Background: an optimization exercise with open tools, aiming at small area and a short achievable clock period. Do not read the settings as production practice.
No functional check of the RTL was part of any run shown here.
Power is estimated from default activity; no workload was simulated.

### run.sh
#!/bin/bash
# synth_recipe.tcl (not shown) runs the flow's synth.tcl, then flattens the netlist and writes it again
# the make line also repeats each setting of config.mk as NAME=value (left out here)
make -C /OpenROAD-flow-scripts/flow DESIGN_CONFIG=/design/flow/config.mk WORK_HOME=/design/flow/orfs CLKGATE_MAP_FILE= SYNTH_SCRIPT=/design/flow/synth_recipe.tcl finish
### config.mk
export PLATFORM = sky130hd
export DESIGN_NAME = alu_reg
export DESIGN_NICKNAME = alu_reg
export VERILOG_FILES = /design/flow/design.v
export SDC_FILE = /design/flow/constraint.sdc
export NUM_CORES = 4
export LEC_CHECK = 0
export ABC_AREA = 1
export CAP_MARGIN = 20
export CORE_MARGIN = 2
export CORE_UTILIZATION = 40
export SLEW_MARGIN = 20
### constraint.sdc
create_clock -name core_clock -period 11.0 [get_ports {clk}]
set_input_delay 2.2000 -clock core_clock [delete_from_list [all_inputs] [get_ports {clk}]]
set_output_delay 2.2000 -clock core_clock [all_outputs]
set_load 0.01 [all_outputs]
### design.v
module alu_reg (
  input clk,
  input [7:0] a,
  input [7:0] b,
  input [3:0] mode,
  output reg [7:0] s,
  output reg cout
);
  reg [7:0] a_q, b_q;
  reg [3:0] mode_q;
  wire [7:0] s_w;
  wire cout_w;
  alu_8_bits alu (.s(s_w), .cout(cout_w), .mode(mode_q), .a(a_q), .b(b_q));
  always @(posedge clk) begin
    a_q <= a;
    b_q <= b;
    mode_q <= mode;
    s <= s_w;
    cout <= cout_w;
  end
endmodule

`timescale 1ns / 1ps
module alu_rcs #(parameter W = 2) (x, y, dif, nb);
  input  [W-1:0] x, y;
  output [W-1:0] dif;
  output         nb;
  wire [W:0] c;
  wire [W-1:0] yn = ~y;
  assign c[0] = 1'b1;
  genvar i;
  generate for (i = 0; i < W; i = i + 1) begin : bit_
    assign c[i+1] = (x[i] & yn[i]) | ((x[i] | yn[i]) & c[i]);
  end endgenerate
  assign dif = x ^ yn ^ c[W-1:0];
  assign nb = c[W];
endmodule
module alu_div4_step #(parameter W = 2) (t, d1, d2, d3, hz1, hz2, hz3, q, r);
  input  [W-1:0] t, d1, d2, d3;
  input          hz1, hz2, hz3;
  output [1:0]   q;
  output [W-1:0] r;
  wire [W-1:0] y1, y2, y3;
  wire c1, c2, c3;
  alu_rcs #(W) u1 (.x(t), .y(d1), .dif(y1), .nb(c1));
  alu_rcs #(W) u2 (.x(t), .y(d2), .dif(y2), .nb(c2));
  alu_rcs #(W) u3 (.x(t), .y(d3), .dif(y3), .nb(c3));
  wire ge1 = hz1 & c1;
  wire ge2 = hz2 & c2;
  wire ge3 = hz3 & c3;
  assign q = {ge2, ge3 | (ge1 & ~ge2)};
  assign r = ge3 ? y3 : ge2 ? y2 : ge1 ? y1 : t;
endmodule
module alu_mul9(a, b, p);
  input [7:0] a, b;
  output [8:0] p;
  wire mw1 = (a[0] & b[6]) ^ (a[1] & b[5]);
  wire mw2 = (a[0] & b[6]) & (a[1] & b[5]);
  wire mw3 = (a[0] & b[7]) ^ (a[1] & b[6]) ^ (a[2] & b[5]);
  wire mw4 = ((a[0] & b[7]) & (a[1] & b[6])) | ((a[0] & b[7]) & (a[2] & b[5])) | ((a[1] & b[6]) & (a[2] & b[5]));
  wire mw5 = (a[3] & b[4]) ^ (a[4] & b[3]);
  wire mw6 = (a[3] & b[4]) & (a[4] & b[3]);
  wire mw7 = (a[0] & b[4]) ^ (a[1] & b[3]);
  wire mw8 = (a[0] & b[4]) & (a[1] & b[3]);
  wire mw9 = (a[0] & b[5]) ^ (a[1] & b[4]) ^ (a[2] & b[3]);
  wire mw10 = ((a[0] & b[5]) & (a[1] & b[4])) | ((a[0] & b[5]) & (a[2] & b[3])) | ((a[1] & b[4]) & (a[2] & b[3]));
  wire mw11 = (a[3] & b[2]) ^ (a[4] & b[1]);
  wire mw12 = (a[3] & b[2]) & (a[4] & b[1]);
  wire mw13 = (a[2] & b[4]) ^ (a[3] & b[3]) ^ (a[4] & b[2]);
  wire mw14 = ((a[2] & b[4]) & (a[3] & b[3])) | ((a[2] & b[4]) & (a[4] & b[2])) | ((a[3] & b[3]) & (a[4] & b[2]));
  wire mw15 = (a[5] & b[1]) ^ (a[6] & b[0]) ^ mw1;
  wire mw16 = ((a[5] & b[1]) & (a[6] & b[0])) | ((a[5] & b[1]) & mw1) | ((a[6] & b[0]) & mw1);
  wire mw17 = (a[5] & b[2]) ^ (a[6] & b[1]) ^ (a[7] & b[0]);
  wire mw18 = ((a[5] & b[2]) & (a[6] & b[1])) | ((a[5] & b[2]) & (a[7] & b[0])) | ((a[6] & b[1]) & (a[7] & b[0]));
  wire mw19 = mw3 ^ mw5 ^ mw2;
  wire mw20 = (mw3 & mw5) | (mw3 & mw2) | (mw5 & mw2);
  wire mw21 = (a[0] & b[3]) ^ (a[1] & b[2]);
  wire mw22 = (a[0] & b[3]) & (a[1] & b[2]);
  wire mw23 = (a[2] & b[2]) ^ (a[3] & b[1]) ^ (a[4] & b[0]);
  wire mw24 = ((a[2] & b[2]) & (a[3] & b[1])) | ((a[2] & b[2]) & (a[4] & b[0])) | ((a[3] & b[1]) & (a[4] & b[0]));
  wire mw25 = (a[5] & b[0]) ^ mw9 ^ mw11;
  wire mw26 = ((a[5] & b[0]) & mw9) | ((a[5] & b[0]) & mw11) | (mw9 & mw11);
  wire mw27 = mw13 ^ mw15 ^ mw10;
  wire mw28 = (mw13 & mw15) | (mw13 & mw10) | (mw15 & mw10);
  wire mw29 = mw17 ^ mw19 ^ mw14;
  wire mw30 = (mw17 & mw19) | (mw17 & mw14) | (mw19 & mw14);
  wire mw31 = (a[0] & b[2]) ^ (a[1] & b[1]);
  wire mw32 = (a[0] & b[2]) & (a[1] & b[1]);
  wire mw33 = (a[2] & b[1]) ^ (a[3] & b[0]) ^ mw21;
  wire mw34 = ((a[2] & b[1]) & (a[3] & b[0])) | ((a[2] & b[1]) & mw21) | ((a[3] & b[0]) & mw21);
  wire mw35 = mw7 ^ mw23 ^ mw22;
  wire mw36 = (mw7 & mw23) | (mw7 & mw22) | (mw23 & mw22);
  wire mw37 = mw8 ^ mw25 ^ mw24;
  wire mw38 = (mw8 & mw25) | (mw8 & mw24) | (mw25 & mw24);
  wire mw39 = mw12 ^ mw27 ^ mw26;
  wire mw40 = (mw12 & mw27) | (mw12 & mw26) | (mw27 & mw26);
  wire mw41 = mw16 ^ mw29 ^ mw28;
  wire mw42 = (mw16 & mw29) | (mw16 & mw28) | (mw29 & mw28);
  wire mw43 = (a[0] & b[1]) ^ (a[1] & b[0]);
  wire mw44 = (a[0] & b[1]) & (a[1] & b[0]);
  wire mw45 = (a[2] & b[0]) ^ mw31 ^ mw44;
  wire mw46 = ((a[2] & b[0]) & mw31) | ((a[2] & b[0]) & mw44) | (mw31 & mw44);
  wire mw47 = mw33 ^ mw32 ^ mw46;
  wire mw48 = (mw33 & mw32) | (mw33 & mw46) | (mw32 & mw46);
  wire mw49 = mw35 ^ mw34 ^ mw48;
  wire mw50 = (mw35 & mw34) | (mw35 & mw48) | (mw34 & mw48);
  wire mw51 = mw37 ^ mw36 ^ mw50;
  wire mw52 = (mw37 & mw36) | (mw37 & mw50) | (mw36 & mw50);
  wire mw53 = mw39 ^ mw38 ^ mw52;
  wire mw54 = (mw39 & mw38) | (mw39 & mw52) | (mw38 & mw52);
  wire mw55 = mw41 ^ mw40 ^ mw54;
  wire mw56 = (mw41 & mw40) | (mw41 & mw54) | (mw40 & mw54);
  wire mw57 = (a[1] & b[7]) ^ (a[2] & b[6]) ^ (a[3] & b[5]) ^ (a[4] & b[4]) ^ (a[5] & b[3]) ^ (a[6] & b[2]) ^ (a[7] & b[1]) ^ mw4 ^ mw6 ^ mw18 ^ mw20 ^ mw30 ^ mw42 ^ mw56;
  assign p = {mw57, mw55, mw53, mw51, mw49, mw47, mw45, mw43, (a[0] & b[0])};
endmodule
module alu_8_bits(s, cout, mode, a, b);
  input [7:0] a, b;
  input [3:0] mode;
  output [7:0] s;
  output cout;
  wire [15:0] m = 16'd1 << mode;
  wire sub = m[1] | m[14];
  wire [7:0] bb = b ^ {8{sub}};
  wire [7:0] p = a ^ bb;
  wire [8:0] c;
  assign c[0] = sub;
  genvar j;
  generate for (j = 0; j < 8; j = j + 1) begin : add_
    assign c[j+1] = (a[j] & bb[j]) | (p[j] & c[j]);
  end endgenerate
  wire [8:0] sum = {c[8] ^ sub, p ^ c[7:0]};
  wire eq = ~|p;
  wire gt = c[8] & ~&p;
  wire [7:0] g = a & b;
  wire G = m[8] | m[9] | m[11] | m[12];
  wire P = m[9] | m[10] | m[11] | m[13];
  wire inv = m[11] | m[12] | m[13];
  wire lg = m[8] | m[9] | m[10] | inv;
  wire [7:0] f = ((g & {8{G}}) | (p & {8{P}})) ^ {8{inv}};
  wire [8:0] prod;
  alu_mul9 mul (.a(a), .b(b), .p(prod));
  wire [9:0] b3 = {2'b0, b} + {1'b0, b, 1'b0};
  wire [1:0] qa, qb, qc, qd;
  wire [1:0] ra; wire [3:0] rb; wire [5:0] rc; wire [7:0] rd;
  alu_div4_step #(2) d3s (.t(a[7:6]), .d1(b[1:0]), .d2({b[0], 1'b0}), .d3(b3[1:0]),
    .hz1(b[7:2] == 0), .hz2(b[7:1] == 0), .hz3(b <= 8'd1), .q(qa), .r(ra));
  alu_div4_step #(4) d2s (.t({ra, a[5:4]}), .d1(b[3:0]), .d2({b[2:0], 1'b0}), .d3(b3[3:0]),
    .hz1(b[7:4] == 0), .hz2(b[7:3] == 0), .hz3(b <= 8'd5), .q(qb), .r(rb));
  alu_div4_step #(6) d1s (.t({rb, a[3:2]}), .d1(b[5:0]), .d2({b[4:0], 1'b0}), .d3(b3[5:0]),
    .hz1(b[7:6] == 0), .hz2(b[7:5] == 0), .hz3(b <= 8'd21), .q(qc), .r(rc));
  alu_div4_step #(8) d0s (.t({rc, a[1:0]}), .d1(b[7:0]), .d2({b[6:0], 1'b0}), .d3(b3[7:0]),
    .hz1(1'b1), .hz2(~b[7]), .hz3(b <= 8'd85), .q(qd), .r(rd));
  wire [7:0] quo = {qa, qb, qc, qd} & {8{|b}};
  wire ar  = m[0] | m[1];
  wire shl = m[4] | m[6];
  wire shr = m[5] | m[7];
  assign s = (sum[7:0] & {8{ar}}) | (prod[7:0] & {8{m[2]}}) | (quo & {8{m[3]}})
           | (f & {8{lg}}) | ({a[6:0], 1'b0} & {8{shl}}) | ({1'b0, a[7:1]} & {8{shr}})
           | {7'd0, (m[6] & a[7]) | (m[14] & gt) | (m[15] & eq)} | {m[7] & a[0], 7'd0};
  assign cout = (ar & sum[8]) | (m[2] & prod[8]) | (m[4] & a[7]) | inv;
endmodule
==> results of run 1 <==
cells by family (layout without fill, tap and decap cells):
family	after synthesis	count (layout)	synth area share, %
flops	29	29	12.2
compound gates	67	67	9.13
fa+ha+maj	105	105	36.1
xor+xnor	34	34	6.28
buf+inv	153	183	12.2
simple gates	252	252	24.1
cell type report:
cell class	instances	share of cell area [%]
multi-input combinational	458	67.0
inverter	144	10.1
tap	143	3.35
clock buffer	7	2.85
sequential	29	10.9
clock inverter	1	0.0936
timing repair buffer	31	5.71
worst min-delay path by stage:
stage / slack [ps] / depth (start not counted) / start / endpoint
4_1_cts: 760 / 3 / mode_q[0] / cout
6_report: 790 / 3 / mode_q[0] / cout
2_1_floorplan: 630 / 3 / mode_q[0] / cout
3_5_place_dp: 750 / 3 / mode_q[0] / cout
3_3_place_gp: 740 / 3 / mode_q[0] / cout
5_1_grt: 820 / 3 / mode_q[0] / cout
state kept, by name (all words and copies together) (netlist names):
register / flops
a_q: 8
b_q: 8
cout: 1
mode_q: 4
s: 8
worst min-delay path: stages, from the launching register on:
cell and delay, ps:
dfxtp_1 370, nor2_1 150, a21oi_1 100, o211ai_1 120
synth_stat cells, types with 4 or more instances:
master and n:
inv_2 5, nand3b_1 4, xnor2_1 6, o211ai_1 6, nor2_1 29, clkbuf_1 7
dfxtp_1 29, xor2_1 28, a21oi_1 12, ha_1 52, fa_1 53, o22ai_1 11
nand2_4 4, o21ai_0 16, nand3_1 38, nand2_1 145, inv_1 137, nand2_2 12
nand4_1 5
where the power goes:
| part | leakage (uW) | internal [uW] | switching [uW] |
|---|---|---|---|
| sequential | 0.000245 | 116 | 16.6 |
| combinational | 0.00252 | 129 | 188 |
| clock | 0.0000799 | 95.7 | 51.6 |
| total | 0.00284 | 341 | 256 |
per-layer routing:
layer  wire (um)  part of all wire [%]  global-route usage [%]  up-vias
met1        6120                    44                    31.4     2021
met3        1040                   7.4                    3.75       24
met2        6440                    46                    38.2      170
met5           0                     0                       0        -
met4         403                   2.9                    7.64        0
li1            -                     -                       -     2026
layout by cell type, fill, tap and decap left out, types with 3 or more instances in the layout:
cell             instances
inv_1                  137
nand2_2                 12
nand2_1                145
nand3_1                 38
clkbuf_16                5
nand2_4                  4
fa_1                    53
dfxtp_1                 29
xnor2_1                  6
clkdlybuf4s50_1         29
o32ai_1                  3
o21ai_0                 16
nand3b_1                 4
or2_1                    3
a21oi_1                 12
nand4_1                  5
nor2_4                   3
a221oi_1                 3
o211ai_1                 6
xor2_1                  28
inv_2                    5
nor2_1                  29
ha_1                    52
nor3_1                   3
o22ai_1                 11
through the flow:
stage | cell area [um^2] | std cells | power [uW]
6_report | 5350 | 813 | 597
4_1_cts | 5350 | 813 | 601
2_1_floorplan | 4740 | 640 | 348
3_5_place_dp | 5190 | 805 | 449
5_1_grt | 5350 | 813 | 650
3_3_place_gp | 5190 | 805 | 447
==> impl_metrics.toml, run 1 <==
[run_status]
status = "timing/DRC/antenna clean"

[placed_design]
gp_congestion = 0.988
dpl.hpwl_um = 11200
port_buffers = 29
dp_worst_setup_slack_ps = 4220

[sta]
finalMaxSlewViolations = 0
finClkSkew_ps = 7.75
finalCritPeriodShare_pct = 61.9
hold_viol = 0
rsz0062_at_grt = "false"
period_needed_ps = 6810
fmax_mhz = 147
setup_viol = 0
setup_tns_ps = 0
slew_headroom_pct = 46.7
hold_slack_ps = 785
worstMarginPinSlew_ps = 798
postLayoutSetupSlackWorst_ps = 4190

[global_route]
grt_max_degree = 22
grt.overflow.total = 0
track_usage_pct = 23.2
grt_pass1_wl_um = 22800
grt_pass1_vias = 4356
antenna_found_initial = 0

[synth]
synth_seq_area_share_pct = 12.2
synth_top_cell_by_area = "fa_1"
yosysWarnings = 1
ys.flop_type = "dfxtp_1"
synthTopCellsByArea = "fa_1 (22%), ha_1 (14%), dfxtp_1 (12%)"
syn_area_um2 = 4740
syn-instance-count = 640
yosys.area.top_type_share_pct = 22.4
synth_cell_type_count = 44
synth-edff-count = 0
synthArstFlopShare_pct = 0
synth-seq-cells = 29
avgSynthCellArea_um2 = 7.41
synth_nets = 766

[worst_setup_path]
crit_path_end = "s[1]"
arrival_ps = 7000
critPathMostFrequentCell = "nand2_1"
setup.worst_path.end_class = "flip-flop"
worstSetupPathDepth = 37
slowest_delay_ps = 720
r2r-start = "b_q[1]"
timing.reg2reg.setup_slack_ps = 4190
rr_worst_depth = 37
path_max_fanout = 15
setup.worst_path.start = "b_q[1]"
cp_top_family = "adder cells"
required_ps = 11190
worstSetupPathType = "reg2reg"
r2r_end = "s[1]"
cp-start-kind = "flip-flop"
slowest_stage = "dfxtp_1"
crit_buf_inv = 7

[floorplanning]
die_y_um = 113
die_area_um2 = 12700
core_area_um2 = 11500
start_util_pct = 41.2
io_pins = 30
num_rows = 39
dieWidth_um = 113

[cells_and_area]
regArea_um2 = 581
n_antenna_cell = 0
drive_gt1_share_pct = 6.27
n_fill_cell = 1161
multiInputGateArea_um2 = 3580
final_util_pct = 46.4
syn_to_final_growth_pct = 12.7
finalNetCount = 795

[power]
max-vdd-ir-drop_mv = 0.0556
power_density_nw_per_um2 = 112
leakage_uw = 0.00284

[clocking]
htree_levels = 2
cts_root_buf = "clkbuf_16"
numCtsBuffers = 5
ctsResizeCount = 0
postCtsSetupBuffers = 0
clock_path_buffers = 2
cts_tree = "yes"
clkLatencyLatePin_ps = 290
holdBufCountCts = 0
clock_sinks = 29
path_clk_slew_ps = 50

[routing]
antenna_left = 0
drc = 0
vias_per_cell = 5.22
dr.pass1.iters = 26
vias = 4241
first_iter_violations = 405
drt_wl_total_um = 14000
wl_per_cell_um = 17.2

[hold_path]
holdCritPathClass = "reg2reg"

[flow_run]
drv_cap = 0
==> run 2, diff against run 1 <==
--- a/config.mk
+++ b/config.mk
@@ -10,3 +10,5 @@
 export CORE_MARGIN = 2
 export CORE_UTILIZATION = 40
+export SETUP_SLACK_MARGIN = 5
 export SLEW_MARGIN = 20
+export TNS_END_PERCENT = 0
==> impl_metrics.toml, run 2 <==
[run_status]
status = "timing/DRC/antenna clean"

[synth]
synth-seq-cells = 29
ys.flop_type = "dfxtp_1"
synth_common_cells = "nand2_1 (145), inv_1 (137), fa_1 (53)"
synthArstFlopShare_pct = 0
synth_top_cell_by_area = "fa_1"
avgSynthCellArea_um2 = 7.41
synth_nets = 766
yosysWarnings = 1
synth_seq_area_share_pct = 12.2
synth_cell_type_count = 44
synthTopCellsByArea = "fa_1 (22%), ha_1 (14%), dfxtp_1 (12%)"
syn_area_um2 = 4740
syn-instance-count = 640
yosys.area.top_type_share_pct = 22.4
synth.most_common_cell = "nand2_1"
synth-edff-count = 0

[worst_setup_path]
cp-start-kind = "flip-flop"
worstSetupPathType = "reg2reg"
required_ps = 11180
arrival_ps = 5860
setup.worst_path.end_class = "flip-flop"
slowest_stage = "fa_2"
path_max_fanout = 9
slowest_delay_ps = 410
critPathMostFrequentCell = "nand2_1"

[sta]
slew_headroom_pct = 45.3
worstMarginPinSlew_ps = 816
setup_tns_ps = 0
period_needed_ps = 5680
postLayoutSetupSlackWorst_ps = 5320
finalMaxSlewViolations = 0
setup_viol = 0
hold_viol = 0
hold_slack_ps = 675
finClkSkew_ps = 9.79
rsz0062_at_grt = "false"
finalCritPeriodShare_pct = 51.6
fmax_mhz = 176

[global_route]
grt_max_degree = 22
track_usage_pct = 23.3
antenna_found_initial = 0
grt_pass1_wl_um = 22600
grt.overflow.total = 0
grt_pass1_vias = 4320

[power]
pwr-share-clk_pct = 25.9
pwr-share-comb_pct = 53.9
power_density_nw_per_um2 = 110
max-vdd-ir-drop_mv = 0.0705
leakage_uw = 0.00299
switching_share_pct = 41.7
seq_power_share_pct = 20.2
p_switching_uw = 269
power.internal_uw = 376

[clocking]
clock_sinks = 29
path_clk_slew_ps = 50
clock_path_buffers = 2
numCtsBuffers = 5
cts_root_buf = "clkbuf_16"
cts_tree = "yes"
holdBufCountCts = 0
htree_levels = 2
clkLatencyLatePin_ps = 300

[routing]
drc = 0
dr.pass1.iters = 16
top_layer = "met4"
drt_wl_total_um = 14400
antenna_left = 0
first_iter_violations = 260
vias_per_cell = 5.20
wl_met3_um = 1130
vias = 4408
wl_per_cell_um = 17.0
met1_length_um = 6180
wl_met2_um = 6490

[placed_design]
port_buffers = 29
gp_congestion = 1.01
dpl.hpwl_um = 11000
placedCellCount = 806
dp_worst_setup_slack_ps = 4250

[flow_run]
drv_cap = 0

[cells_and_area]
final_cell_mix = "nand2_1 (134), inv_1 (122), ha_1 (47)"
stdcell_count = 847
n_fill_cell = 1148
reg_top3 = "a_q x8, b_q x8, s x8"
n_antenna_cell = 0
finalNetCount = 829
syn_to_final_growth_pct = 23.5
final_common_cell = "nand2_1"
drive_gt1_share_pct = 18.0

[floorplanning]
core_area_um2 = 11500
dieWidth_um = 113
die_area_um2 = 12700
num_rows = 39
io_pins = 30
start_util_pct = 41.2
die_y_um = 113

[hold_path]
holdCritPathClass = "reg2reg"
==> run 2: cell counts after synthesis <==
Identical to the previous run, type by type.
==> run 2: kinds of logic (layout without fill, tap and decap cells) <==
family / after synthesis / count (layout) / synth area share (%)
XOR/XNOR: 34 / 34 / 6.28
AO/OA/AOI/OAI: 67 / 67 / 9.13
AND/OR/NAND/NOR: 252 / 252 / 24.1
buffers and inverters: 153 / 217 / 12.2
adder cells (fa/ha/maj): 105 / 105 / 36.1
flip-flops: 29 / 29 / 12.2
==> run 2: layer usage <==
metal,global-route usage [%],vias to the layer above
li1,-,2103
met1,30.8,2062
met2,36.6,204
met3,5.62,39
met4,10.0,0
met5,0,-
==> run 2: layout make-up <==
| type | count | area [um^2] | share of cell area (%) |
|---|---|---|---|
| clock buffers | 7 | 143 | 2.43 |
| clock inverters | 1 | 30.0 | 0.512 |
| inverters | 144 | 579 | 9.88 |
| multi-input cells | 458 | 3720 | 63.5 |
| flip-flops and latches | 29 | 608 | 10.4 |
| well taps | 143 | 179 | 3.05 |
| repair buffers | 65 | 598 | 10.2 |
==> run 2: final timing paths <==
path                             start   end  slack, ps  cells after the start
worst max-delay path            b_q[1]  s[0]       5320                     48
worst max register to register  b_q[1]  s[0]       5320                     48
worst min-delay path            a_q[6]  s[5]        680                      2
worst min register to register  a_q[6]  s[5]        680                      2
==> run 2: worst max-delay path, delay by kind of cell, from the launching register on <==
kind,cells,cell delay (ps)
buffers and inverters,10,810
adders and majority gates,7,1930
DFF,1,360
and+or+nand+nor,28,2260
AOI/OAI and AO/OA,3,210
==> run 2: per-stage QoR <==
stage / total power, uW / cell area, um^2 / util, %
floorplan: 348 / 4750 / -
global placement: 447 / 5200 / 45.1
detailed placement: 449 / 5200 / 45.1
CTS: 625 / 5480 / 47.6
global route: 697 / 5860 / 50.9
finish: 644 / 5860 / 50.9
==> run 2: power groups by stage <==
stage | combinational (uW) | sequential [uW] | clock (uW)
2_1_floorplan | 217 | 131 | 0
3_3_place_gp | 313 | 134 | 0
3_5_place_dp | 315 | 134 | 0
4_1_cts | 322 | 133 | 170
5_1_grt | 392 | 132 | 173
6_report | 348 | 130 | 167
==> run 2: repair_timing <==
item / CTS / global route
gates resized for setup: 20 / 58
cloned: 0 / 1
endpoints found under the setup margin: 3 / 3
pin swaps: 0 / 21
setup buffers: 6 / 26
==> run 3, diff against run 2 <==
==> flow/run.sh (new file) <==
#!/bin/bash
set -euo pipefail
sed -e 's/SETUP_SLACK_MARGIN=[-0-9.]*/SETUP_SLACK_MARGIN=$MARGIN/' standard.sh > margin.sh
bash standard.sh synth > make_synth.log 2>&1
MARGIN=8 bash margin.sh > make_finish.log 2>&1
==> standard.sh (new file) <==
#!/bin/bash
# synth_recipe.tcl (not shown) runs the flow's synth.tcl, then flattens the netlist and writes it again
# the make line also repeats each setting of config.mk as NAME=value (left out here)
make -C /OpenROAD-flow-scripts/flow DESIGN_CONFIG=/design/flow/config.mk WORK_HOME=/design/flow/orfs CLKGATE_MAP_FILE= SYNTH_SCRIPT=/design/flow/synth_recipe.tcl "${@:-finish}"
removed: run.sh
==> impl_metrics.toml, run 3 <==
[run_status]
status = "timing/DRC/antenna clean"

[global_route]
grt.overflow.total = 0
grt_pass1_wl_um = 24100
grt_pass1_vias = 4597
grt_max_degree = 18
antenna_found_initial = 0
track_usage_pct = 24.5

[floorplanning]
io_pins = 30
die_area_um2 = 12700
core_area_um2 = 11500
num_rows = 39
die_y_um = 113
start_util_pct = 41.2
dieWidth_um = 113

[synth]
synthArstFlopShare_pct = 0
synth-edff-count = 0
ys.flop_type = "dfxtp_1"
synth_common_cells = "nand2_1 (145), inv_1 (137), fa_1 (53)"
yosys.area.top_type_share_pct = 22.4
synth_nets = 766
synth_seq_area_share_pct = 12.2
synth-seq-cells = 29
avgSynthCellArea_um2 = 7.41
syn_area_um2 = 4740
synth_cell_type_count = 44
syn-instance-count = 640
synth_top_cell_by_area = "fa_1"
synth.most_common_cell = "nand2_1"
yosysWarnings = 1
synthTopCellsByArea = "fa_1 (22%), ha_1 (14%), dfxtp_1 (12%)"

[placed_design]
dpl.hpwl_um = 11200
gp_congestion = 1.00
place_area_um2 = 5270
port_buffers = 29

[power]
pwr-share-comb_pct = 55.4
switching_share_pct = 42.0
power.internal_uw = 382
pwr-share-clk_pct = 25.2
max-vdd-ir-drop_mv = 0.0512
seq_power_share_pct = 19.4
p_switching_uw = 277
leakage_uw = 0.00306
power_density_nw_per_um2 = 110

[worst_setup_path]
crit_path_end = "s[0]"
setup.worst_path.end_class = "flip-flop"
timing.reg2reg.setup_slack_ps = 5440
arrival_ps = 5730
required_ps = 11170
rr_worst_depth = 42
cp-start-kind = "flip-flop"
slowest_delay_ps = 400
r2r-start = "a_q[7]"
r2r_end = "s[0]"
critPathMostFrequentCell = "nand2_1"
slowest_stage = "fa_2"
worstSetupPathType = "reg2reg"
setup.worst_path.start = "a_q[7]"
path_max_fanout = 7

[clocking]
cts_root_buf = "clkbuf_16"
numCtsBuffers = 5
htree_levels = 2
clkLatencyLatePin_ps = 280
cts_tree = "yes"
path_clk_slew_ps = 50
clock_sinks = 29
clock_path_buffers = 2

[cells_and_area]
syn_to_final_growth_pct = 26.3
final_util_pct = 52.1
final_cell_mix = "nand2_1 (133), inv_1 (116), buf_4 (51)"
final_area_um2 = 5990
n_antenna_cell = 0
finalNetCount = 846
n_fill_cell = 1080
final_common_cell = "nand2_1"
drive_gt1_share_pct = 22.3
reg_top3 = "a_q x8, b_q x8, s x8"

[routing]
vias = 4563
first_iter_violations = 451
drt_wl_total_um = 15300
vias_per_cell = 5.28
dr.pass1.iters = 18
antenna_left = 0
drc = 0
wl_per_cell_um = 17.7

[sta]
period_needed_ps = 5560
worstMarginPinSlew_ps = 901
hold_viol = 0
finalMaxSlewViolations = 0
finalCritPeriodShare_pct = 50.5
slew_headroom_pct = 39.7
setup_viol = 0
fmax_mhz = 180
finClkSkew_ps = 3.98
rsz0062_at_grt = "true"
setup_tns_ps = 0

[flow_run]
drv_cap = 0

[hold_path]
holdCritPathClass = "reg2reg"
worst_hold_path.num_cells = 3
-- run 3: cell counts after synthesis --
No cell type changed its count.
-- run 3: power by group through the flow --
stage / registers, uW / clock network (uW) / logic [uW]
3_5_place_dp: 135 / 0 / 321
2_1_floorplan: 131 / 0 / 223
6_report: 128 / 166 / 365
5_1_grt: 130 / 176 / 406
3_3_place_gp: 135 / 0 / 317
4_1_cts: 128 / 170 / 359
-- run 3: kinds of logic after synthesis --
family                     synth area share, %
and+or+nand+nor                           24.1
adders and majority gates                 36.1
xor gates and xnor gates                  6.28
AOI/OAI and AO/OA                         9.13
buffers and inverters                     12.2
DFF                                       12.2
-- run 3: cell type report --
cell class / instances / area (um^2) / share of cell area, %
well taps: 143 / 179 / 2.98
flip-flops and latches: 29 / 612 / 10.2
clock buffers: 6 / 139 / 2.32
clock inverters: 2 / 37.5 / 0.626
multi-input cells: 458 / 3740 / 62.5
inverters: 144 / 578 / 9.64
repair buffers: 82 / 704 / 11.8
-- run 3: worst min path at each step --
stage | start | to | slack [ps]
final | mode_q[0] | cout | 730
after global routing | a_q[6] | s[5] | 770
after CTS | mode_q[0] | cout | 720
after detailed placement | mode_q[0] | cout | 710
after global placement | mode_q[0] | cout | 710
after floorplan | a_q[6] | s[5] | 620
-- run 3: per-layer routing --
| metal | global-route usage (%) | part of all wire, % | up-vias |
|---|---|---|---|
| met4 | 7.56 | 2.6 | 0 |
| met1 | 32.6 | 43 | 2154 |
| met2 | 40.6 | 46 | 232 |
| met3 | 4.87 | 8.5 | 39 |
| met5 | 0 | 0 | - |
| li1 | - | - | 2138 |
-- run 3: critical path, delay by kind of cell (launching register included) --
family / cells / cell delay [ps]
simple gates: 26 / 2190
fa+ha+maj: 7 / 2090
buf+inv: 7 / 480
flops: 1 / 380
compound gates: 2 / 290
-- run 3: repair_timing --
action	4_1_cts	5_1_grt
pin swaps	30	3
setup endpoints to repair	18	18
hold buffers	0	0
gates resized for setup	61	7
buffers inserted	46	4
-- run 3: per-stage QoR --
| step | hold slack, ps | power (uW) | std cells | worst slack [ps] |
|---|---|---|---|---|
| floorplan | 616 | 354 | 640 | 5580 |
| global placement | 713 | 452 | 806 | 4830 |
| detailed placement | 711 | 456 | 806 | 4820 |
| CTS | 724 | 657 | 860 | 5570 |
| global route | 771 | 712 | 864 | 5050 |
| finish | 728 | 659 | 864 | 5440 |
==> run 4, diff against run 3 <==
--- a/design.v
+++ b/design.v
@@ -26,13 +26,25 @@
   output [W-1:0] dif;
   output         nb;
-  wire [W:0] c;
+  localparam L = (W <= 1) ? 1 : $clog2(W);
   wire [W-1:0] yn = ~y;
-  assign c[0] = 1'b1;
-  genvar i;
-  generate for (i = 0; i < W; i = i + 1) begin : bit_
-    assign c[i+1] = (x[i] & yn[i]) | ((x[i] | yn[i]) & c[i]);
+  wire [W-1:0] g [0:L];
+  wire [W-1:0] p [0:L];
+  assign g[0] = (x & yn) | {{(W-1){1'b0}}, x[0] | yn[0]};
+  assign p[0] = x | yn;
+  genvar l, i;
+  generate for (l = 0; l < L; l = l + 1) begin : lvl
+    for (i = 0; i < W; i = i + 1) begin : bit_
+      if ((i >> l) & 1) begin : join_
+        localparam integer J = ((i >> l) << l) - 1;
+        assign g[l+1][i] = g[l][i] | (p[l][i] & g[l][J]);
+        assign p[l+1][i] = p[l][i] & p[l][J];
+      end else begin : pass_
+        assign g[l+1][i] = g[l][i];
+        assign p[l+1][i] = p[l][i];
+      end
+    end
   end endgenerate
-  assign dif = x ^ yn ^ c[W-1:0];
-  assign nb = c[W];
+  assign dif = x ^ yn ^ {g[L][W-2:0], 1'b1};
+  assign nb = g[L][W-1];
 endmodule
 module alu_div4_step #(parameter W = 2) (t, d1, d2, d3, hz1, hz2, hz3, q, r);
==> run.sh (new file) <==
#!/bin/bash
# synth_recipe.tcl (not shown) runs the flow's synth.tcl, then flattens the netlist and writes it again
# the make line also repeats each setting of config.mk as NAME=value (left out here)
make -C /OpenROAD-flow-scripts/flow DESIGN_CONFIG=/design/flow/config.mk WORK_HOME=/design/flow/orfs CLKGATE_MAP_FILE= SYNTH_SCRIPT=/design/flow/synth_recipe.tcl finish
--- a/config.mk
+++ b/config.mk
@@ -10,5 +10,3 @@
 export CORE_MARGIN = 2
 export CORE_UTILIZATION = 40
-export SETUP_SLACK_MARGIN = 5
 export SLEW_MARGIN = 20
-export TNS_END_PERCENT = 0
removed: flow/run.sh
removed: standard.sh
==> impl_metrics.toml, run 4 <==
[run_status]
status = "timing/DRC/antenna clean"

[clocking]
clkLatencyLatePin_ps = 300
holdBufCountCts = 0
htree_levels = 2
postCtsSetupBuffers = 0
clock_path_buffers = 2
ctsResizeCount = 0
path_clk_slew_ps = 60
clock_sinks = 29
cts_root_buf = "clkbuf_16"
cts_tree = "yes"
numCtsBuffers = 5

[worst_setup_path]
setup.worst_path.end_class = "flip-flop"
slowest_delay_ps = 840
worstSetupPathType = "reg2reg"
slowest_stage = "o21ai_0"
path_max_fanout = 16
required_ps = 11190
arrival_ps = 6460
critPathMostFrequentCell = "nand2_1"
cp-start-kind = "flip-flop"

[routing]
vias = 4705
vias_per_cell = 5.18
drt_wl_total_um = 15300
dr.pass1.iters = 5
first_iter_violations = 392
antenna_left = 0
drc = 0
wl_per_cell_um = 16.8

[power]
pwr-share-clk_pct = 25.4
finalPower_uw = 682
p_switching_uw = 301
switching_share_pct = 44.1
pwr-share-comb_pct = 55.6
leakage_uw = 0.00306
power_density_nw_per_um2 = 116
power.internal_uw = 381
max-vdd-ir-drop_mv = 0.0608
seq_power_share_pct = 19.0

[placed_design]
port_buffers = 29
dpl.hpwl_um = 12200
gp_congestion = 0.975

[floorplanning]
die_area_um2 = 13900
dieWidth_um = 118
start_util_pct = 41.0
die_y_um = 118
io_pins = 30
num_rows = 41
core_area_um2 = 12700

[sta]
fmax_mhz = 159
setup_viol = 0
setup_tns_ps = 0
finalCritPeriodShare_pct = 57.0
finalMaxSlewViolations = 0
finClkSkew_ps = 9.58
rsz0062_at_grt = "false"
worstMarginPinSlew_ps = 1010
slew_headroom_pct = 31.7
hold_viol = 0
period_needed_ps = 6270

[synth]
yosys.area.top_type_share_pct = 19.0
avgSynthCellArea_um2 = 7.38
synth_common_cells = "nand2_1 (138), inv_1 (134), ha_1 (79)"
synth-seq-cells = 29
ys.flop_type = "dfxtp_1"
yosysWarnings = 5
syn-instance-count = 703
synth_nets = 842
synth_seq_area_share_pct = 11.2
syn_area_um2 = 5190
synth-edff-count = 0
synthTopCellsByArea = "ha_1 (19%), fa_1 (15%), dfxtp_1 (11%)"
synth_cell_type_count = 40
synth_top_cell_by_area = "ha_1"
synthArstFlopShare_pct = 0
synth.most_common_cell = "nand2_1"

[global_route]
grt_use_met1_pct = 28.0
grtUsageMet2_pct = 37.5
antenna_found_initial = 0
grt_max_degree = 22
grt_pass1_wl_um = 24700
grt.overflow.total = 0
grt_pass1_vias = 4814
busiest_layer = "met2"
track_usage_pct = 22.6
use_met3_pct = 4.41

[flow_run]
drv_cap = 0

[cells_and_area]
drive_gt1_share_pct = 8.70
reg_top3 = "a_q x8, b_q x8, s x8"
syn_to_final_growth_pct = 13.0
final_common_cell = "nand2_1"
final_cell_mix = "nand2_1 (138), inv_1 (134), ha_1 (79)"
finalNetCount = 874
n_antenna_cell = 0

[hold_path]
holdCritPathClass = "reg2reg"
-- run 4: changes by cell type in the layout (fill, tap and decap cells not counted), sizes merged, moves of 4 or more --
cell,before,now
buf,53,5
ha,52,79
nand3,39,60
fa,53,39
a21oi,12,24
nand2,161,171
o21ai,19,28
clkinvlp,7,1
xnor2,6,12
xor2,28,33
o22ai,11,7
or2,5,1
-- run 4: metal layers --
| layer | vias up | part of all wire, % |
|---|---|---|
| met1 | 2196 | 43 |
| met5 | - | 0 |
| met4 | 0 | 4.2 |
| li1 | 2283 | - |
| met2 | 186 | 46 |
| met3 | 40 | 6.5 |
-- run 4: worst paths after layout --
path | start | end | slack [ps] | depth (start not counted)
setup / recovery | b_q[1] | s[0] | 4730 | 29
hold / removal | mode_q[2] | cout | 620 | 2
setup reg to reg | b_q[1] | s[0] | 4730 | 29
hold reg to reg | mode_q[2] | cout | 620 | 2
-- run 4: logic make-up after synthesis --
logic type,count (synthesis),synth area share [%]
adder cells (fa/ha/maj),118,34.1
AO/OA/AOI/OAI,87,10.6
AND/OR/NAND/NOR,277,25.8
flip-flops,29,11.2
XOR/XNOR,45,7.59
buffers and inverters,147,10.8
-- run 4: final cells by class --
cell class / count / area (um^2)
fillers: 1305 / 6800
multi-input cells: 527 / 4050
inverters: 138 / 518
flip-flops and latches: 29 / 581
well taps: 172 / 215
clock inverters: 2 / 37.5
clock buffers: 6 / 139
repair buffers: 34 / 328
-- run 4: power by group through the flow --
stage | sequential [uW] | clock, uW | combinational (uW)
3_5_place_dp | 132 | 0 | 377
4_1_cts | 130 | 179 | 379
6_report | 130 | 173 | 379
5_1_grt | 131 | 184 | 426
2_1_floorplan | 131 | 0 | 264
3_3_place_gp | 132 | 0 | 373
-- run 4: stage by stage --
stage / hold slack, ps / cells / area [um^2] / utilization (%) / setup slack, ps
floorplan: 559 / 703 / 5190 / - / 5920
global placement: 611 / 900 / 5690 / 44.9 / 5040
detailed placement: 628 / 900 / 5690 / 44.9 / 4740
CTS: 636 / 908 / 5870 / 46.3 / 4720
global route: 660 / 908 / 5870 / 46.3 / 4120
finish: 618 / 908 / 5870 / 46.3 / 4730
-- run 4: worst max-delay path: cells and delay by family, from the launching register on --
family,cells,cell delay (ps)
compound gates,2,930
xor+xnor,1,180
fa+ha+maj,4,1620
buf+inv,4,1010
flops,1,810
simple gates,18,1600
==> run 5, diff against run 4 <==
--- a/config.mk
+++ b/config.mk
@@ -6,5 +6,4 @@
 export NUM_CORES = 4
 export LEC_CHECK = 0
-export ABC_AREA = 1
 export CAP_MARGIN = 20
 export CORE_MARGIN = 2
==> impl_metrics.toml, run 5 <==
[clocking]
holdBufCountCts = 0
clkLatencyLatePin_ps = 290
clock_path_buffers = 2
path_clk_slew_ps = 60
htree_levels = 2
ctsResizeCount = 0
cts_tree = "yes"
cts_root_buf = "clkbuf_16"
clock_sinks = 29
numCtsBuffers = 5
postCtsSetupBuffers = 0

[synth]
syn_area_um2 = 5630
synth_common_cells = "ha_1 (79), nor2_1 (77), inv_1 (72)"
syn-instance-count = 693
synth_mux_area_share_pct = 3.25
synth-seq-cells = 29
synth_simple_gate_area_share_pct = 15.7
synth_cell_type_count = 83
synthArstFlopShare_pct = 0
yosysWarnings = 5
synth_nets = 832
synth_top_family_by_area = "adder cells"
yosys.area.top_type_share_pct = 17.6
synthTopCellsByArea = "ha_1 (18%), fa_1 (14%), dfxtp_1 (10%)"
synth_xor_area_share_pct = 6.20
synth_adder_area_share_pct = 31.6
synth.most_common_cell = "ha_1"
synth-edff-count = 0
ys.flop_type = "dfxtp_1"
synth_top_cell_by_area = "ha_1"
synth_seq_area_share_pct = 10.3
avgSynthCellArea_um2 = 8.12
synth_compound_area_share_pct = 25.6

[cells_and_area]
drive_gt1_share_pct = 7.28
n_fill_cell = 1365
reg_top3 = "a_q x8, b_q x8, s x8"
final_cell_mix = "ha_1 (79), nor2_1 (77), inv_1 (72)"
final_common_cell = "ha_1"
finalNetCount = 852
syn_to_final_growth_pct = 11.5

[worst_setup_path]
required_ps = 11180
path_max_fanout = 20
slowest_delay_ps = 520
r2r-start = "b_q[1]"
arrival_ps = 7620
rr_worst_depth = 28
worstSetupPathType = "reg2reg"
setup.worst_path.start = "b_q[1]"
cp-start-kind = "flip-flop"
setup.worst_path.end_class = "flip-flop"
timing.reg2reg.setup_slack_ps = 3560
crit_path_end = "s[1]"
slowest_stage = "or4_1"
r2r_end = "s[1]"
critPathMostFrequentCell = "o21ai_0"

[routing]
drt_wl_total_um = 17800
vias = 5301
wl_per_cell_um = 19.9
vias_per_cell = 5.92
first_iter_violations = 445
dr.pass1.iters = 5
antenna_left = 0
drc = 0

[power]
power_density_nw_per_um2 = 117
finalPower_uw = 735
leakage_uw = 0.00272
max-vdd-ir-drop_mv = 0.0808

[placed_design]
port_buffers = 29
gp_congestion = 0.953
dpl.hpwl_um = 13600

[floorplanning]
die_area_um2 = 15000
num_rows = 43
io_pins = 30
dieWidth_um = 123
core_area_um2 = 13800
start_util_pct = 40.7
die_y_um = 123

[sta]
finalMaxSlewViolations = 0
period_needed_ps = 7440
finalCritPeriodShare_pct = 67.7
fmax_mhz = 134
setup_tns_ps = 0
rsz0062_at_grt = "false"
slew_headroom_pct = 40.8
hold_viol = 0
worstMarginPinSlew_ps = 887
setup_viol = 0
finClkSkew_ps = 15.0

[run_status]
status = "timing/DRC/antenna clean"

[hold_path]
holdCritPathClass = "reg2reg"

[global_route]
grt_max_degree = 37
grt_pass1_wl_um = 28500
antenna_found_initial = 1
grt_pass1_vias = 5315
grt.overflow.total = 0
track_usage_pct = 24.8

[flow_run]
drv_cap = 0
-- run 5: changes by cell type after synthesis, moves of 9 or more --
cell / before / now
nand2_1: 138 / 44
mux2i_1: 0 / 10
clkbuf_1: 7 / 16
nand2_2: 25 / 0
a21oi_1: 23 / 44
nand2b_1: 0 / 9
xor2_1: 33 / 8
nor2_1: 28 / 77
nand3_1: 51 / 15
inv_1: 134 / 72
o21ai_0: 23 / 41
xnor2_1: 12 / 30
nand3_2: 9 / 0
-- run 5: cells by family after synthesis --
group | after synthesis
mux | 17
buf+inv | 103
fa+ha+maj | 119
xor+xnor | 39
flops | 29
compound gates | 197
simple gates | 189
-- run 5: area by class of cell --
cell class                 count  area, um^2  share of cell area, %
multi-input combinational    561        4630                   73.9
sequential                    29         581                   9.26
timing repair buffer          38         358                   5.71
inverter                      78         295                   4.71
tap                          180         225                   3.59
clock buffer                   6         139                   2.21
clock inverter                 2        37.5                  0.599
antenna                        1        2.50                 0.0399
-- run 5: through the flow --
step | worst slack [ps] | area, um^2 | instances | hold slack [ps] | utilization (%)
final | 3560 | 6270 | 895 | 800 | 45.4
after global routing | 3030 | 6270 | 894 | 844 | 45.3
after CTS | 3630 | 6270 | 894 | 802 | 45.3
after detailed placement | 3650 | 6090 | 886 | 799 | 44.1
after global placement | 3970 | 6090 | 886 | 767 | 44.1
after floorplan | 4390 | 5630 | 693 | 670 | -
-- run 5: power by group --
| group | internal [uW] | switching [uW] | total [uW] |
|---|---|---|---|
| logic | 182 | 254 | 436 |
| registers | 115 | 13.5 | 129 |
| clock network | 113 | 57.3 | 170 |
| total | 411 | 324 | 735 |
-- run 5: how the worst min path moves through the flow --
stage,start,end,slack [ps],cells after the start
4_1_cts,mode_q[2],cout,800,2
3_5_place_dp,mode_q[2],cout,800,2
6_report,mode_q[2],cout,800,2
3_3_place_gp,mode_q[2],cout,770,2
5_1_grt,mode_q[2],cout,840,2
2_1_floorplan,a_q[7],cout,670,2
-- run 5: routing by layer --
layer / part of all wire (%) / track usage, %
met5: 0 / 0
met4: 2.9 / 7.61
met3: 7.3 / 5.11
met2: 46 / 40.4
met1: 44 / 33.1
-- run 5: critical path, delay by kind of cell (launching register included) --
family / cells / cell delay, ps
simple gates: 5 / 1150
flops: 1 / 310
compound gates: 14 / 3250
fa+ha+maj: 4 / 1470
buf+inv: 5 / 1170
==> run 6, diff against run 5 <==
--- a/config.mk
+++ b/config.mk
@@ -6,6 +6,9 @@
 export NUM_CORES = 4
 export LEC_CHECK = 0
+export ABC_AREA = 1
 export CAP_MARGIN = 20
 export CORE_MARGIN = 2
 export CORE_UTILIZATION = 40
+export SETUP_SLACK_MARGIN = 5
 export SLEW_MARGIN = 20
+export TNS_END_PERCENT = 0
==> impl_metrics.toml, run 6 <==
[global_route]
grt_pass1_wl_um = 24700
grt.overflow.total = 0
track_usage_pct = 22.6
grt_pass1_vias = 4814
antenna_found_initial = 0
grt_max_degree = 22

[synth]
synthTopCellsByArea = "ha_1 (19%), fa_1 (15%), dfxtp_1 (11%)"
synth_xor_area_share_pct = 7.59
synth_nets = 842
synth_seq_area_share_pct = 11.2
yosys.area.top_type_share_pct = 19.0
avgSynthCellArea_um2 = 7.38
syn-instance-count = 703
synth_adder_area_share_pct = 34.1
synth_compound_area_share_pct = 10.6
synth_common_cells = "nand2_1 (138), inv_1 (134), ha_1 (79)"
synth.most_common_cell = "nand2_1"
synth_top_family_by_area = "adder cells"
yosysWarnings = 5
ys.flop_type = "dfxtp_1"
syn_area_um2 = 5190
synth-edff-count = 0
synth_cell_type_count = 40
synth_top_cell_by_area = "ha_1"
synth_simple_gate_area_share_pct = 25.8
synth_mux_area_share_pct = 0
synth-seq-cells = 29
synthArstFlopShare_pct = 0

[sta]
period_needed_ps = 5390
rsz0062_at_grt = "false"
worstMarginPinSlew_ps = 865
finalMaxSlewViolations = 0
setup_viol = 0
finClkSkew_ps = 8.75
fmax_mhz = 186
setup_tns_ps = 0
hold_viol = 0
hold_slack_ps = 616
slew_headroom_pct = 41.9
finalCritPeriodShare_pct = 49.0

[worst_setup_path]
worstSetupPathType = "reg2reg"
setup.worst_path.end_class = "flip-flop"
slowest_stage = "fa_1"
arrival_ps = 5580
critPathMostFrequentCell = "nand2_1"
cp-start-kind = "flip-flop"
required_ps = 11190
timing.reg2reg.setup_slack_ps = 5610
slowest_delay_ps = 410
path_max_fanout = 16

[cells_and_area]
stdcell_count = 913
multiInputGateArea_um2 = 4060
final_common_cell = "nand2_1"
drive_gt1_share_pct = 10.1
final_cell_mix = "nand2_1 (138), inv_1 (132), ha_1 (78)"
reg_top3 = "a_q x8, b_q x8, s x8"
finalNetCount = 879
syn_to_final_growth_pct = 14.3
final_area_um2 = 5930
n_fill_cell = 1299
regArea_um2 = 587
n_antenna_cell = 0

[power]
max-vdd-ir-drop_mv = 0.0605
power_density_nw_per_um2 = 115
finalPower_uw = 684
leakage_uw = 0.00307

[hold_path]
holdCritPathClass = "reg2reg"

[routing]
vias_per_cell = 5.22
drc = 0
antenna_left = 0
vias = 4768
dr.pass1.iters = 5
wl_per_cell_um = 16.8
drt_wl_total_um = 15400
first_iter_violations = 370

[placed_design]
place_area_um2 = 5690
port_buffers = 29
dpl.hpwl_um = 12200
gp_congestion = 0.975
placedCellCount = 900

[flow_run]
drv_cap = 0

[clocking]
cts_tree = "yes"
cts_root_buf = "clkbuf_16"
numCtsBuffers = 5
clock_sinks = 29
clock_path_buffers = 2
htree_levels = 2
clkLatencyLatePin_ps = 300
path_clk_slew_ps = 60
holdBufCountCts = 0

[floorplanning]
die_y_um = 118
dieWidth_um = 118
die_area_um2 = 13900
num_rows = 41
core_area_um2 = 12700
io_pins = 30
start_util_pct = 41.0

[run_status]
status = "timing/DRC/antenna clean"
==> run 6: cell count changes after synthesis, moves of 21 or more <==
cell	previous run	this run
xor2_1	8	33
nand2_2	0	25
inv_1	72	134
nor2_1	77	28
nand3_1	15	51
a21oi_1	44	23
nand2_1	44	138
==> run 6: final cells by class <==
class / count / area share (%)
multi-input cells: 527 / 68.5
flip-flops and latches: 29 / 9.89
inverters: 138 / 8.86
clock buffers: 6 / 2.34
repair buffers: 39 / 6.16
clock inverters: 2 / 0.633
well taps: 172 / 3.63
==> run 6: repair_timing <==
item | 4_1_cts | 5_1_grt
buffers inserted | 0 | 5
cloned | 0 | 0
gates resized for setup | 2 | 7
pin swaps | 0 | 0
endpoints found under the setup margin | 2 | 2
==> run 6: worst paths after layout <==
path / startpoint / to / depth (start not counted)
worst max-delay path: b_q[3] / s[0] / 39
worst min-delay path: mode_q[2] / cout / 2
worst max register to register: b_q[3] / s[0] / 39
worst min register to register: mode_q[2] / cout / 2
==> run 6: power breakdown <==
part | internal, uW | total [uW] | switching (uW)
Sequential | 116 | 130 | 13.7
Clock | 113 | 173 | 60.0
Combinational | 153 | 381 | 228
Total | 383 | 684 | 301
==> run 6: through the flow <==
step / setup WS (ps) / utilization (%)
3_3_place_gp: 5040 / 44.9
6_report: 5610 / 46.8
3_5_place_dp: 4740 / 44.9
4_1_cts: 5340 / 46.3
2_1_floorplan: 5920 / -
5_1_grt: 5020 / 46.8
==> run 6: cells by family after synthesis <==
| group | after synthesis |
|---|---|
| flip-flops | 29 |
| XOR/XNOR | 45 |
| adder cells (fa/ha/maj) | 118 |
| AO/OA/AOI/OAI | 87 |
| AND/OR/NAND/NOR | 277 |
| buffers and inverters | 147 |
==> run 6: routing by layer <==
metal	vias to the layer above	wire, um	track usage (%)
met5	-	0	0
met4	0	616	11.0
met3	44	1060	4.41
met2	197	7110	37.5
met1	2230	6580	28.0
li1	2297	-	-
==> run 6: worst max-delay path, delay by kind of cell (launching register included) <==
kind | cells | cell delay (ps)
flops | 1 | 310
simple gates | 23 | 1920
fa+ha+maj | 4 | 1160
compound gates | 5 | 730
buf+inv | 6 | 970
xor+xnor | 1 | 180
==> run 7, diff against run 6 <==
--- a/config.mk
+++ b/config.mk
@@ -10,5 +10,5 @@
 export CORE_MARGIN = 2
 export CORE_UTILIZATION = 40
-export SETUP_SLACK_MARGIN = 5
+export SETUP_SLACK_MARGIN = 3
 export SLEW_MARGIN = 20
 export TNS_END_PERCENT = 0
==> impl_metrics.toml, run 7 <==
[cells_and_area]
finalNetCount = 874
reg_top3 = "a_q x8, b_q x8, s x8"
n_antenna_cell = 0
final_area_um2 = 5870
final_common_cell = "nand2_1"
syn_to_final_growth_pct = 13.0
n_fill_cell = 1305
drive_gt1_share_pct = 8.70
final_cell_mix = "nand2_1 (138), inv_1 (134), ha_1 (79)"

[placed_design]
place_area_um2 = 5690
port_buffers = 29
gp_congestion = 0.975
dpl.hpwl_um = 12200
dp_worst_setup_slack_ps = 4740

[synth]
synthArstFlopShare_pct = 0
synthTopCellsByArea = "ha_1 (19%), fa_1 (15%), dfxtp_1 (11%)"
syn-instance-count = 703
ys.flop_type = "dfxtp_1"
synth_top_cell_by_area = "ha_1"
avgSynthCellArea_um2 = 7.38
synth_common_cells = "nand2_1 (138), inv_1 (134), ha_1 (79)"
synth.most_common_cell = "nand2_1"
synth_nets = 842
synth-seq-cells = 29
synth-edff-count = 0
synth_cell_type_count = 40
synth_seq_area_share_pct = 11.2
syn_area_um2 = 5190
yosys.area.top_type_share_pct = 19.0
yosysWarnings = 5

[sta]
rsz0062_at_grt = "false"
period_needed_ps = 6270
setup_tns_ps = 0
finalCritPeriodShare_pct = 57.0
postLayoutSetupSlackWorst_ps = 4730
slew_headroom_pct = 31.7
hold_viol = 0
fmax_mhz = 159
finalMaxSlewViolations = 0
setup_viol = 0
finClkSkew_ps = 9.58
hold_slack_ps = 618
worstMarginPinSlew_ps = 1010

[power]
max-vdd-ir-drop_mv = 0.0608
leakage_uw = 0.00306
power_density_nw_per_um2 = 116
finalPower_uw = 682

[worst_setup_path]
worstSetupPathType = "reg2reg"
r2r-start = "b_q[1]"
r2r_end = "s[0]"
arrival_ps = 6460
setup.worst_path.end_class = "flip-flop"
required_ps = 11190
path_max_fanout = 16
slowest_stage = "o21ai_0"
timing.reg2reg.setup_slack_ps = 4730
critPathMostFrequentCell = "nand2_1"
slowest_delay_ps = 840
cp-start-kind = "flip-flop"
rr_worst_depth = 29

[clocking]
cts_tree = "yes"
clkLatencyLatePin_ps = 300
cts_root_buf = "clkbuf_16"
numCtsBuffers = 5
htree_levels = 2
holdBufCountCts = 0
postCtsSetupBuffers = 0
clock_sinks = 29
ctsResizeCount = 0
clock_path_buffers = 2
path_clk_slew_ps = 60

[hold_path]
worst_hold_path.num_cells = 2
worstHoldStart = "mode_q[2]"
holdCritPathClass = "reg2reg"
holdPathEnd = "cout"

[global_route]
track_usage_pct = 22.6
grt.overflow.total = 0
antenna_found_initial = 0
grt_pass1_vias = 4814
grt_max_degree = 22
grt_pass1_wl_um = 24700

[routing]
first_iter_violations = 392
drc = 0
antenna_left = 0
vias_per_cell = 5.18
wl_per_cell_um = 16.8
vias = 4705
drt_wl_total_um = 15300
dr.pass1.iters = 5

[floorplanning]
num_rows = 41
dieWidth_um = 118
core_area_um2 = 12700
io_pins = 30
start_util_pct = 41.0
die_area_um2 = 13900
die_y_um = 118

[flow_run]
drv_cap = 0

[run_status]
status = "timing/DRC/antenna clean"
## run 7: logic make-up after synthesis
logic type	share of synthesized area, %
compound gates	10.6
xor+xnor	7.59
fa+ha+maj	34.1
buf+inv	10.8
flops	11.2
simple gates	25.8
## run 7: through the flow
| step | utilization, % | std cells |
|---|---|---|
| after floorplan | - | 703 |
| after global placement | 44.9 | 900 |
| after detailed placement | 44.9 | 900 |
| after CTS | 46.3 | 908 |
| after global routing | 46.3 | 908 |
| final | 46.3 | 908 |
## run 7: cell type report
class	instances	area, um^2	area share, %
sequential	29	581	9.89
tap	172	215	3.67
clock buffer	6	139	2.37
inverter	138	518	8.83
clock inverter	2	37.5	0.640
timing repair buffer	34	328	5.59
multi-input combinational	527	4050	69.0
## run 7: layer usage
metal  up-vias  track usage [%]  routed length [um]
li1       2283                -                   -
met1      2196             28.0                6520
met2       186             37.5                7090
met3        40             4.41                 997
met4         0             11.0                 645
met5         -                0                   0
## run 7: report_power, final
| group | switching, uW | total [uW] | internal [uW] |
|---|---|---|---|
| Combinational | 227 | 379 | 152 |
| Clock | 60.2 | 173 | 113 |
| Sequential | 13.4 | 130 | 116 |
| Total | 301 | 682 | 381 |
## run 7: worst max-delay path by stage
stage                     startpoint  endpoint
after floorplan               b_q[1]      s[0]
after global placement        b_q[1]      s[0]
after detailed placement      b_q[1]      s[0]
after CTS                     b_q[1]      s[0]
after global routing          b_q[1]      s[0]
final                         b_q[1]      s[0]
## run 7: critical path: cells and delay by family, from the launching register on
kind            cells  cell delay (ps)
flops               1              810
fa+ha+maj           4             1620
buf+inv             4             1010
xor+xnor            1              180
compound gates      2              930
simple gates       18             1600
==> run 8, diff against run 7 <==
--- a/config.mk
+++ b/config.mk
@@ -12,3 +12,2 @@
 export SETUP_SLACK_MARGIN = 3
 export SLEW_MARGIN = 20
-export TNS_END_PERCENT = 0
==> impl_metrics.toml, run 8 <==
[hold_path]
holdCritPathClass = "reg2reg"

[clocking]
cts_root_buf = "clkbuf_16"
clkLatencyLatePin_ps = 300
cts_tree = "yes"
numCtsBuffers = 5
postCtsSetupBuffers = 0
ctsResizeCount = 0
clock_path_buffers = 2
holdBufCountCts = 0
htree_levels = 2
clock_sinks = 29
path_clk_slew_ps = 60

[worst_setup_path]
arrival_ps = 6460
cp-start-kind = "flip-flop"
worstSetupPathType = "reg2reg"
critPathMostFrequentCell = "nand2_1"
required_ps = 11190
slowest_delay_ps = 840
path_max_fanout = 16
slowest_stage = "o21ai_0"
setup.worst_path.end_class = "flip-flop"

[synth]
yosysWarnings = 5
syn_area_um2 = 5190
ys.flop_type = "dfxtp_1"
synth_seq_area_share_pct = 11.2
synth-seq-cells = 29
synth_common_cells = "nand2_1 (138), inv_1 (134), ha_1 (79)"
syn-instance-count = 703
synth-edff-count = 0
synth_cell_type_count = 40
synthTopCellsByArea = "ha_1 (19%), fa_1 (15%), dfxtp_1 (11%)"
yosys.area.top_type_share_pct = 19.0
synth_top_cell_by_area = "ha_1"
synth.most_common_cell = "nand2_1"
synthArstFlopShare_pct = 0
synth_nets = 842
avgSynthCellArea_um2 = 7.38

[global_route]
grt.overflow.total = 0
grt_pass1_wl_um = 24700
track_usage_pct = 22.6
grt_pass1_vias = 4814
grt_max_degree = 22
antenna_found_initial = 0

[sta]
setup_viol = 0
setup_tns_ps = 0
slew_headroom_pct = 31.7
period_needed_ps = 6270
finClkSkew_ps = 9.58
hold_viol = 0
finalMaxSlewViolations = 0
finalCritPeriodShare_pct = 57.0
rsz0062_at_grt = "false"
worstMarginPinSlew_ps = 1010
fmax_mhz = 159

[cells_and_area]
drive_gt1_share_pct = 8.70
reg_top3 = "a_q x8, b_q x8, s x8"
stdcell_count = 908
syn_to_final_growth_pct = 13.0
finalNetCount = 874
final_cell_mix = "nand2_1 (138), inv_1 (134), ha_1 (79)"
final_util_pct = 46.3
final_area_um2 = 5870
final_common_cell = "nand2_1"
n_antenna_cell = 0

[power]
finalPower_uw = 682
max-vdd-ir-drop_mv = 0.0608
leakage_uw = 0.00306
power_density_nw_per_um2 = 116

[floorplanning]
die_y_um = 118
num_rows = 41
die_area_um2 = 13900
core_area_um2 = 12700
dieWidth_um = 118
start_util_pct = 41.0
io_pins = 30

[placed_design]
gp_congestion = 0.975
placedCellCount = 900
port_buffers = 29
dpl.hpwl_um = 12200
place_area_um2 = 5690

[routing]
vias_per_cell = 5.18
wl_per_cell_um = 16.8
antenna_left = 0
vias = 4705
drc = 0
dr.pass1.iters = 5
drt_wl_total_um = 15300
first_iter_violations = 392

[run_status]
status = "timing/DRC/antenna clean"

[flow_run]
drv_cap = 0
==> run 8: cell counts after synthesis <==
Identical to the previous run, type by type.
==> run 8: final cells by class <==
class	instances	area (um^2)
Fill cell	1305	6800
Timing Repair Buffer	34	328
Clock inverter	2	37.5
Inverter	138	518
Multi-Input combinational cell	527	4050
Sequential cell	29	581
Clock buffer	6	139
Tap cell	172	215
==> run 8: cell families (layout without fill, tap and decap cells) <==
family                     count (synthesis)  after routing  synth area share [%]
and+or+nand+nor                          277            277                  25.8
buffers and inverters                    147            180                  10.8
adders and majority gates                118            118                  34.1
AOI/OAI and AO/OA                         87             87                  10.6
xor gates and xnor gates                  45             45                  7.59
DFF                                       29             29                  11.2
==> run 8: where the power goes <==
group / switching (uW) / internal (uW) / leakage [uW]
sequential: 13.4 / 116 / 0.000245
combinational: 227 / 152 / 0.00273
clock: 60.2 / 113 / 0.0000831
total: 301 / 381 / 0.00306
==> run 8: routing by layer <==
metal  up-vias  GRT usage [%]  share of wire (%)
met3        40           4.41                6.5
met1      2196           28.0                 43
met5         -              0                  0
met2       186           37.5                 46
met4         0           11.0                4.2
li1       2283              -                  -
==> run 8: metrics by stage <==
step	hold WS, ps	worst slack [ps]
after floorplan	559	5920
after global placement	611	5040
after detailed placement	628	4740
after CTS	636	4720
after global routing	660	4120
final	618	4730
==> run 8: path summary, 6_finish.rpt <==
check | from | endpoint | slack (ps) | depth (start not counted)
worst min register to register | mode_q[2] | cout | 620 | 2
worst max register to register | b_q[1] | s[0] | 4730 | 29
worst min-delay path | mode_q[2] | cout | 620 | 2
worst max-delay path | b_q[1] | s[0] | 4730 | 29
==> run 8: critical path, delay by kind of cell, from the launching register on <==
family                     cells  cell delay (ps)
AOI/OAI and AO/OA              2              930
xor gates and xnor gates       1              180
adders and majority gates      4             1620
buffers and inverters          4             1010
DFF                            1              810
and+or+nand+nor               18             1600
==> run 9, diff against run 8 <==
--- a/config.mk
+++ b/config.mk
@@ -9,5 +9,4 @@
 export CAP_MARGIN = 20
 export CORE_MARGIN = 2
-export CORE_UTILIZATION = 40
-export SETUP_SLACK_MARGIN = 3
+export CORE_UTILIZATION = 65
 export SLEW_MARGIN = 20
==> impl_metrics.toml, run 9 <==
[routing]
dr.pass1.iters = 10
vias = 4886
wl_per_cell_um = 17.9
vias_per_cell = 5.84
antenna_left = 0
drt_wl_total_um = 15000
first_iter_violations = 350
drc = 0

[worst_setup_path]
critPathMostFrequentCell = "nand2_1"
worstSetupPathType = "reg2reg"
required_ps = 11180
slowest_delay_ps = 830
cp-start-kind = "flip-flop"
arrival_ps = 6470
slowest_stage = "o21ai_0"
path_max_fanout = 16
setup.worst_path.end_class = "flip-flop"

[synth]
synth.most_common_cell = "nand2_1"
synth_common_cells = "nand2_1 (138), inv_1 (134), ha_1 (79)"
avgSynthCellArea_um2 = 7.38
synth_cell_type_count = 40
syn_area_um2 = 5190
synth_nets = 842
synthTopCellsByArea = "ha_1 (19%), fa_1 (15%), dfxtp_1 (11%)"
syn-instance-count = 703
synth_seq_area_share_pct = 11.2
synth_top_cell_by_area = "ha_1"
synth-seq-cells = 29
synthArstFlopShare_pct = 0
ys.flop_type = "dfxtp_1"
synth-edff-count = 0
yosys.area.top_type_share_pct = 19.0
yosysWarnings = 5

[power]
max-vdd-ir-drop_mv = 0.0827
power_density_nw_per_um2 = 108
leakage_uw = 0.00303

[placed_design]
placedCellCount = 829
gp_congestion = 0.974
dpl.hpwl_um = 12000
dp_worst_setup_slack_ps = 4830
port_buffers = 29
place_area_um2 = 5600

[sta]
period_needed_ps = 6280
postLayoutSetupSlackWorst_ps = 4720
hold_slack_ps = 656
setup_viol = 0
finalMaxSlewViolations = 0
fmax_mhz = 159
rsz0062_at_grt = "false"
setup_tns_ps = 0
worstMarginPinSlew_ps = 1010
finClkSkew_ps = 4.21
hold_viol = 0
slew_headroom_pct = 32.2
finalCritPeriodShare_pct = 57.1

[clocking]
ctsResizeCount = 0
clock_path_buffers = 2
numCtsBuffers = 5
clock_sinks = 29
cts_tree = "yes"
postCtsSetupBuffers = 0
cts_root_buf = "clkbuf_8"
holdBufCountCts = 0
path_clk_slew_ps = 70
htree_levels = 2
clkLatencyLatePin_ps = 290

[floorplanning]
io_pins = 30
die_area_um2 = 8720
die_y_um = 93.4
core_area_um2 = 7730
num_rows = 32
dieWidth_um = 93.4
start_util_pct = 67.2

[cells_and_area]
stdcell_count = 837
reg_top3 = "a_q x8, b_q x8, s x8"
syn_to_final_growth_pct = 10.1
finalNetCount = 873
drive_gt1_share_pct = 8.44
final_cell_mix = "nand2_1 (138), inv_1 (134), ha_1 (79)"
final_common_cell = "nand2_1"
n_antenna_cell = 0
final_area_um2 = 5710

[global_route]
grt_pass1_vias = 4892
grt.overflow.total = 0
antenna_found_initial = 0
grt_pass1_wl_um = 24000
grt_max_degree = 22
track_usage_pct = 36.1

[flow_run]
drv_cap = 0

[hold_path]
holdCritPathClass = "reg2reg"

[run_status]
status = "timing/DRC/antenna clean"
==> run 9: cell counts after synthesis <==
No cell type changed its count.
==> run 9: final cells by class <==
cell class	instances	area (um^2)
Clock buffer	7	86.3
Clock inverter	1	30.0
Fill cell	628	2010
Inverter	138	518
Multi-Input combinational cell	527	4050
Sequential cell	29	581
Tap cell	102	128
Timing Repair Buffer	33	320
==> run 9: power breakdown <==
group	leakage, uW	switching (uW)	internal, uW
logic	0.00273	222	149
registers	0.000245	14.8	116
clock network	0.0000585	44.0	73.8
==> run 9: critical path: cells and delay by family (launching register included) <==
kind	cells	cell delay, ps
AO/OA/AOI/OAI	1	830
AND/OR/NAND/NOR	24	2150
flip-flops	1	800
adder cells (fa/ha/maj)	4	1370
buffers and inverters	4	1000
==> run 9: stage by stage <==
stage	total power [uW]	utilization (%)
CTS	617	73.9
floorplan	395	-
detailed placement	498	72.4
global placement	489	72.4
global route	667	73.9
finish	620	73.9
==> run 9: layer usage <==
layer / wire [um] / vias up / part of all wire (%) / track usage [%]
met5: 0 / - / 0 / 0
met4: 802 / 0 / 5.3 / 20.8
met3: 1040 / 63 / 6.9 / 3.79
met2: 7460 / 252 / 50 / 63.2
met1: 5720 / 2283 / 38 / 42.7
li1: - / 2288 / - / -
==> run 9: cell families (layout without fill, tap and decap cells) <==
family | Yosys count | in the layout | share of synthesized area (%)
compound gates | 87 | 87 | 10.6
xor+xnor | 45 | 45 | 7.59
fa+ha+maj | 118 | 118 | 34.1
buf+inv | 147 | 179 | 10.8
flops | 29 | 29 | 11.2
simple gates | 277 | 277 | 25.8
==> run 9: worst paths after layout <==
path             start   end  slack, ps  cells after the start
max             b_q[1]  s[0]       4720                     33
min reg2reg  mode_q[2]  cout        660                      2
max reg2reg     b_q[1]  s[0]       4720                     33
min          mode_q[2]  cout        660                      2

## re-timing with driven ports
Ports are ideal in the flow. The routed layouts listed here were re-timed in OpenROAD. Step 1 (the two cells are an assumption about what drives the block):
set clk [get_ports {clk}]
set_driving_cell -lib_cell sky130_fd_sc_hd__clkbuf_16 $clk
set_driving_cell -lib_cell sky130_fd_sc_hd__buf_2 [delete_from_list [all_inputs] $clk]
Step 2 also shifts input and output timing later by t, the mid clock arrival at the registers, as if the neighbouring blocks saw the same clock. a / b / c = ideal / step 1 / step 2; a / b = the first two.
run	t (ns)	setup slack, ns	hold WS [ns]	latest minus earliest clock arrival (ns)
run 1	0.322	4.186 / 4.186 / 4.186	0.785 / 0.785 / 0.785	0.008 / 0.008
run 2	0.333	5.323 / 5.323 / 5.323	0.675 / 0.675 / 0.675	0.011 / 0.011
run 3	0.319	5.441 / 5.441 / 5.441	0.728 / 0.728 / 0.728	0.004 / 0.004
run 4	0.331	4.730 / 4.730 / 4.730	0.618 / 0.618 / 0.618	0.010 / 0.010
run 5	0.327	3.555 / 3.555 / 3.555	0.800 / 0.800 / 0.800	0.015 / 0.015
run 6	0.331	5.609 / 5.609 / 5.609	0.616 / 0.616 / 0.616	0.009 / 0.008
run 7	0.331	4.730 / 4.730 / 4.730	0.618 / 0.618 / 0.618	0.010 / 0.010
run 8	0.331	4.730 / 4.730 / 4.730	0.618 / 0.618 / 0.618	0.010 / 0.010
run 9	0.319	4.717 / 4.717 / 4.717	0.656 / 0.656 / 0.656	0.004 / 0.004
After both steps every run listed still meets setup and hold.
